Context: an optimization exercise on an open-source flow, tuned for small area and a short achievable clock period. The choices shown serve that exercise and are no tape-out recipe. In this exercise RTL edits were held to simulation tests only and were not proved equivalent to the original. Power is estimated from default activity; no workload was simulated.

--- design.v ---
module buffer #(parameter size = 8)(
    input clk,
    input rst,
    input en,
    input [size-1:0] D,
    output reg [size-1:0] Q
);
always @(posedge clk)
begin
    if (rst)
        Q <= 'b0;
    else if (en)
        Q <= D;
end
endmodule
module CSA (
    input [63:0] in1, 
	input [63:0] in2,
	input [63:0] in3,
	output [63:0] sum,
	output [63:0] c
);
assign sum = in1 ^ in2 ^ in3;
assign c[0] = 0;
assign c[63:1] = (in1&in2) | (in2&in3) | (in3&in1);
endmodule
module simple_Adder (
    input  [63:0] a,
    input  [63:0] b,
    input cin,
    output [63:0] S
);
    wire [64:0] sum;
    assign sum = a + b + cin;
    assign S = sum[63:0];
endmodule
module wallace (
    input [31:0] a,
    input [31:0] b,
    output [63:0] c
);
reg [63:0] p [32:0];
integer i;
always @(*)
begin
    for(i = 0; i < 32; i = i + 1)begin
        if (i == 31) begin
            p[i] = 0;
			p[i + 1] = 0;
            if(b[i] == 1) begin
			    p[i] = {{1{!a[31]}}, ~a, 31'b0} ;
			    p[i + 1] = 0;
			    p[i + 1][31] = 1'b1;
		    end
        end
        else begin
            if (b[i] == 1) begin
                p[i] = {{32{a[31]}}, a};  
                p[i] = p[i] << i;  
            end
            else p[i] = 0;
        end
    end
end
wire [63:0] s1 [9:0];
wire [63:0] c1 [9:0];
CSA A1_1 (p[0], p[1], p[2], s1[0], c1[0]);
CSA A1_2 (p[3], p[4], p[5], s1[1], c1[1]);
CSA A1_3 (p[6], p[7], p[8], s1[2], c1[2]);
CSA A1_4 (p[9], p[10], p[11], s1[3], c1[3]);
CSA A1_5 (p[12], p[13], p[14], s1[4], c1[4]);
CSA A1_6 (p[15], p[16], p[17], s1[5], c1[5]);
CSA A1_7 (p[18], p[19], p[20], s1[6], c1[6]);
CSA A1_8 (p[21], p[22], p[23], s1[7], c1[7]);
CSA A1_9 (p[24], p[25], p[26], s1[8], c1[8]);
CSA A1_10 (p[27], p[28], p[29], s1[9], c1[9]);
wire [63:0] s2 [6:0];
wire [63:0] c2 [6:0];
CSA A2_1 (s1[0], c1[0], s1[1], s2[0], c2[0]);
CSA A2_2 (c1[1], s1[2], c1[2], s2[1], c2[1]);
CSA A2_3 (s1[3], c1[3], s1[4], s2[2], c2[2]);
CSA A2_4 (c1[4], s1[5], c1[5], s2[3], c2[3]);
CSA A2_5 (s1[6], c1[6], s1[7], s2[4], c2[4]);
CSA A2_6 (c1[7], s1[8], c1[8], s2[5], c2[5]);
CSA A2_7 (s1[9], c1[9], p[30], s2[6], c2[6]);
wire [63:0] s3 [4:0];
wire [63:0] c3 [4:0];
CSA A3_1 (s2[0], c2[0], s2[1], s3[0], c3[0]);
CSA A3_2 (c2[1], s2[2], c2[2], s3[1], c3[1]);
CSA A3_3 (s2[3], c2[3], s2[4], s3[2], c3[2]);
CSA A3_4 (c2[4], s2[5], c2[5], s3[3], c3[3]);
CSA A3_5 (s2[6], c2[6], p[31], s3[4], c3[4]);
wire [63:0] s4 [2:0];
wire [63:0] c4 [2:0];
CSA A4_1 (s3[0], c3[0], s3[1], s4[0], c4[0]);
CSA A4_2 (c3[1], s3[2], c3[2], s4[1], c4[1]);
CSA A4_3 (s3[3], c3[3], s3[4], s4[2], c4[2]);
wire [63:0] s5 [1:0];
wire [63:0] c5 [1:0];
CSA A5_1 (s4[0], c4[0], s4[1], s5[0], c5[0]);
CSA A5_2 (c4[1], s4[2], c4[2], s5[1], c5[1]);
wire [63:0] s6;
wire [63:0] c6;
CSA A6 (s5[0], c5[0], s5[1], s6, c6);
wire [63:0] s7;
wire [63:0] c7;
CSA A7 (s6, c6, c5[1], s7, c7);
wire [63:0] s8;
wire [63:0] c8;
CSA A8 (s7, c7, c3[4], s8, c8);
wire [63:0] s9;
wire [63:0] c9;
CSA A9 (s8, c8, p[32], s9, c9);
simple_Adder RESULT (s9, c9, 1'b0, c);
endmodule
module multiplierTree (
    input clk,
    input rst,
    input en,
    input [31:0] a,
    input [31:0] b,
    output [63:0] c
);
wire [31:0] a_out;
wire [31:0] b_out;
wire [63:0] c_out;
buffer #(32) inRegA (clk, rst, en, a, a_out);
buffer #(32) inRegB (clk, rst, en, b, b_out);
wallace M64 (a_out, b_out, c_out);
buffer #(64) outReg (clk, rst, en, c_out, c);
endmodule
--- run.sh ---
#!/bin/bash
# synth_recipe.tcl (not shown) runs the flow's synth.tcl, then flattens the netlist and writes it again
# the make line also repeats each setting of config.mk as NAME=value (left out here)
make -C /OpenROAD-flow-scripts/flow DESIGN_CONFIG=/design/flow/config.mk WORK_HOME=/design/flow/orfs CLKGATE_MAP_FILE= SYNTH_SCRIPT=/design/flow/synth_recipe.tcl finish
--- config.mk ---
export PLATFORM = sky130hd
export DESIGN_NAME = multiplierTree
export DESIGN_NICKNAME = multiplierTree
export VERILOG_FILES = /design/flow/design.v
export SDC_FILE = /design/flow/constraint.sdc
export NUM_CORES = 4
export LEC_CHECK = 0
export CAP_MARGIN = 20
export CORE_MARGIN = 2
export CORE_UTILIZATION = 40
export SLEW_MARGIN = 20
--- constraint.sdc ---
create_clock -name core_clock -period 9.0 [get_ports {clk}]
set_input_delay 1.8000 -clock core_clock [delete_from_list [all_inputs] [get_ports {clk}]]
set_output_delay 1.8000 -clock core_clock [all_outputs]
set_load 0.01 [all_outputs]
==> results.txt <==
## cell usage after synthesis, types with 3 or more instances
cell type	n
buf_2	7
o21ai_1	4
nand2b_1	35
nand2_1	415
o21a_1	6
ha_1	203
a21oi_2	5
o21bai_1	12
dfxtp_1	128
buf_1	12
nand4_1	19
nor3b_1	3
and2_1	657
a211oi_1	8
fa_1	1050
mux2i_1	94
and3_1	8
clkbuf_1	228
a21oi_1	71
a21o_1	18
o21ai_2	3
xor2_1	13
o21ai_0	58
inv_1	1005
o211ai_1	6
nor2_1	133
nand3_1	15
a31oi_1	7
nor3_1	9
or3_1	3
nor2b_1	7
xnor2_1	38
## cell type report
class / count / area, um2
Antenna cell: 1 / 2.502
Sequential cell: 128 / 2562
Timing Repair Buffer: 239 / 2181
Clock inverter: 15 / 190.2
Clock buffer: 17 / 425.4
Inverter: 1005 / 3772
Fill cell: 9795 / 56170
Tap cell: 1357 / 1698
Multi-Input combinational cell: 2943 / 33290
## cells by family after synthesis
logic type	count (synthesis)	synth area share (%)
DFF	128	6.313
and+or+nand+nor	1319	16.98
adders and majority gates	1253	58.04
xor gates and xnor gates	51	1.100
buffers and inverters	1256	11.68
AOI/OAI and AO/OA	226	3.560
muxes	94	2.318
## routing by layer
metal | global-route usage (%) | up-vias | wire length [um]
met2 | 33.61 | 817 | 48500
met1 | 34.82 | 14720 | 52750
met4 | 3.281 | 0 | 990
met3 | 3.698 | 60 | 7621
li1 | - | 12490 | -
met5 | 0 | - | 0
## how the worst max path moves through the flow
stage,depth (start not counted),slack (ps),endpoint,start
2_1_floorplan,27,1150,outReg.Q[63]$_SDFFE_PP0P_,inRegA.Q[31]$_SDFFE_PP0P_
3_3_place_gp,22,350,outReg.Q[61]$_SDFFE_PP0P_,inRegA.Q[16]$_SDFFE_PP0P_
3_5_place_dp,22,430,outReg.Q[61]$_SDFFE_PP0P_,inRegA.Q[16]$_SDFFE_PP0P_
4_1_cts,26,340,outReg.Q[61]$_SDFFE_PP0P_,inRegB.Q[15]$_SDFFE_PP0P_
5_1_grt,25,110,outReg.Q[57]$_SDFFE_PP0P_,inRegB.Q[4]$_SDFFE_PP0P_
6_report,25,430,outReg.Q[57]$_SDFFE_PP0P_,inRegB.Q[4]$_SDFFE_PP0P_
## registers in the layout (all words and copies together) (netlist names)
name,cells
outReg.Q,64
inRegA.Q,32
inRegB.Q,32
## power by group through the flow
stage                     Clock, uW  Sequential (uW)  Combinational (uW)
after floorplan                   0              765                3570
after global placement            0              800                5400
after detailed placement          0              798                5380
after CTS                       823              787                5470
after global routing            836              799                6050
final                           801              786                5470
## cell usage in the layout (no fill, tap or decap), types with 15 or more instances in the layout
| cell type | Yosys | layout |
|---|---|---|
| a21o_1 | 18 | 18 |
| a21oi_1 | 71 | 71 |
| and2_1 | 657 | 657 |
| buf_4 | 1 | 105 |
| clkbuf_16 | 0 | 17 |
| clkdlybuf4s50_1 | 0 | 128 |
| dfxtp_1 | 128 | 128 |
| fa_1 | 1050 | 1050 |
| ha_1 | 203 | 203 |
| inv_1 | 1005 | 1005 |
| mux2i_1 | 94 | 94 |
| nand2_1 | 415 | 415 |
| nand2b_1 | 35 | 35 |
| nand3_1 | 15 | 15 |
| nand4_1 | 19 | 19 |
| nor2_1 | 133 | 132 |
| o21ai_0 | 58 | 58 |
| xnor2_1 | 38 | 38 |
## per-stage QoR
| step | util [%] | power, uW | worst slack [ps] |
|---|---|---|---|
| floorplan | - | 4335 | 1152 |
| global placement | 43.38 | 6204 | 354.8 |
| detailed placement | 43.38 | 6173 | 426.3 |
| CTS | 43.99 | 7080 | 344.9 |
| global route | 43.99 | 7689 | 110.5 |
| finish | 43.99 | 7058 | 428.6 |
## critical path: stages (launching register included)
cell	delay (ps)
dfxtp_1	780
nand2_1	200
fa_1	540
fa_1	590
inv_1	60
fa_1	550
inv_1	140
fa_1	680
inv_1	280
fa_1	540
inv_1	50
fa_1	490
fa_1	430
fa_1	510
inv_1	80
ha_1	280
ha_1	420
inv_1	90
o21bai_1	70
a21oi_1	400
o211ai_1	160
a21oi_1	420
or3_1	170
o211ai_1	110
xnor2_1	240
o21ai_0	110
==> results.txt <==
* Status: complete, no violations
* Seq pwr share at 11.1%
* Crit end category: register
* Antenna-violating nets left at 0
* Top cells by area, synth: fa_1, and2_1, inv_1
* CTS sink cnt at 128
* Wire length of the first global-routing pass at 178,800 um
* Vias at 28,080
* Worst Path Arrival at 8940 ps
* Peak supply drop at 0.0001943 V
* Max cap viols at 0
* Finished Cell Area at 44,120 um2
* Flop2flop setup slack at 430 ps
* Reg2Reg Capture Point: outReg.Q[57]$_SDFFE_PP0P_
* R2R cell count at 25
* Worst-path maximum fanout at 13
* Worst min path class: reg -> reg
* Hold Path End: outReg.Q[43]$_SDFFE_PP0P_
* CTS Buf Count at 17
* EDFF count, synth at 0
* Distinct cell type count after synthesis at 71
* Cells after DPL at 5,672
* 1st-iter DRT viols at 1,873
* Wire per inst at 19.26 um
* Max_slew headroom at 26.79%
* Total die area at 104,000 um2
* Startpoint types: register
* Starting density of the core at 40.47%
* Final hold vios at 0
* Die X at 322.6 um
* Die H at 322.6 um
* Net Sw Power at 3879 uW
* Ys Warns at 5
* Setup TNS Final at 0 ps
* Clk buf depth at 2
* Hold_ws at 471.3 ps
* Slew Viols, Final at 0
* Grt ovf at 0
* Hpwl dp at 92,560 um
* Syn nets at 5,647
* Mean post-synth cell area at 9.381 um2
* H-tree depth at 4
* Hold path cells at 2
* HP Start: outReg.Q[43]$_SDFFE_PP0P_
* GRT Overall Usage at 22.48%
* Cells after synthesis at 4,327
* Post-synth top flop: dfxtp_1
* Fin crit period at 8571 ps
* Worst R2R Start: inRegB.Q[4]$_SDFFE_PP0P_
* Clock transition at path regs at 110 ps
* Initial antenna violation count at 0
* Largest net degree at the start of global routing at 56
* CTS tree: yes
* Post-CTS Resized at 0
* Boundary Pins at 131
* #FFs+latches synth at 128
* Int Power at 3180 uW
* Via/cell ratio at 4.922
* Buffers on Ports at 130
* Synth area leader: fa_1
* Clk_skew at 33.07 ps
* GP Congestion at 0.8714
* Switching Fraction at 54.95%
* Comb power frac at 77.5%
* PD cells at 160.0 nW/um2
* DRT Wirelength at 109,900 um
* RSZ-0062 raised after global routing: no
* # Post-CTS Setup Buffers at 0
* Number of global-route vias before repair at 30,080
* Layout Nets at 5,654
* # DRC at 0
* P_leak at 0.01969 uW
* Layout cell share with drive strength beyond 1 at 3.865%
* P&R area growth vs syn at 8.699%
* Initial DRT Pass Iterations at 6
* Clock Power Share at 11.4%
* Max Fclk at 116.7 MHz
* Core footprint at 100,300 um2
* Non-Filler Instances at 5,705
* Required @ worst endpoint at 9370 ps
* Post-synthesis instance area at 40,590 um2
* Yosys top cell area share at 51.79%
* Crit share post-route at 95.24%
* Slew of the pin with the lowest slew margin at 1097 ps
* DP Area at 43,500 um2
* Synth async-reset ratio at 0%
* Post-synthesis sequential area ratio at 6.313%
* # hold bufs at CTS at 0
* Root Driver: clkbuf_16
* Final setup vio count at 0
* Clock latency on the worst-skew pair at 520 ps
* Row count at 116
* WS Path Type: reg -> reg

re-timing with driven ports:
Ports are ideal in the flow. The routed layout listed here was re-timed in OpenROAD. Step 1: set_driving_cell puts a clkbuf_16 on clk and a buf_2 on each other input, an assumption about the parent block. Step 2, shift: input delay + t, output delay - t, t = (earliest + latest rising clock arrival at the registers) / 2. This alone moves slack from input paths to output paths. Slacks: no drivers / after step 1 / after step 2; pairs: no drivers / after step 1.
t, ns: 0.575
setup slack, ns: 0.429 / 0.429 / 0.429
worst hold slack (ns): 0.471 / 0.471 / 0.471
latest minus earliest clock arrival (ns): 0.033 / 0.033
pins driven straight from the clock port: 1
After both steps setup and hold are still met in this run. For this run, drivers alone change the setup slack by 0.000 ns; drivers and shift together by 0.000 ns.
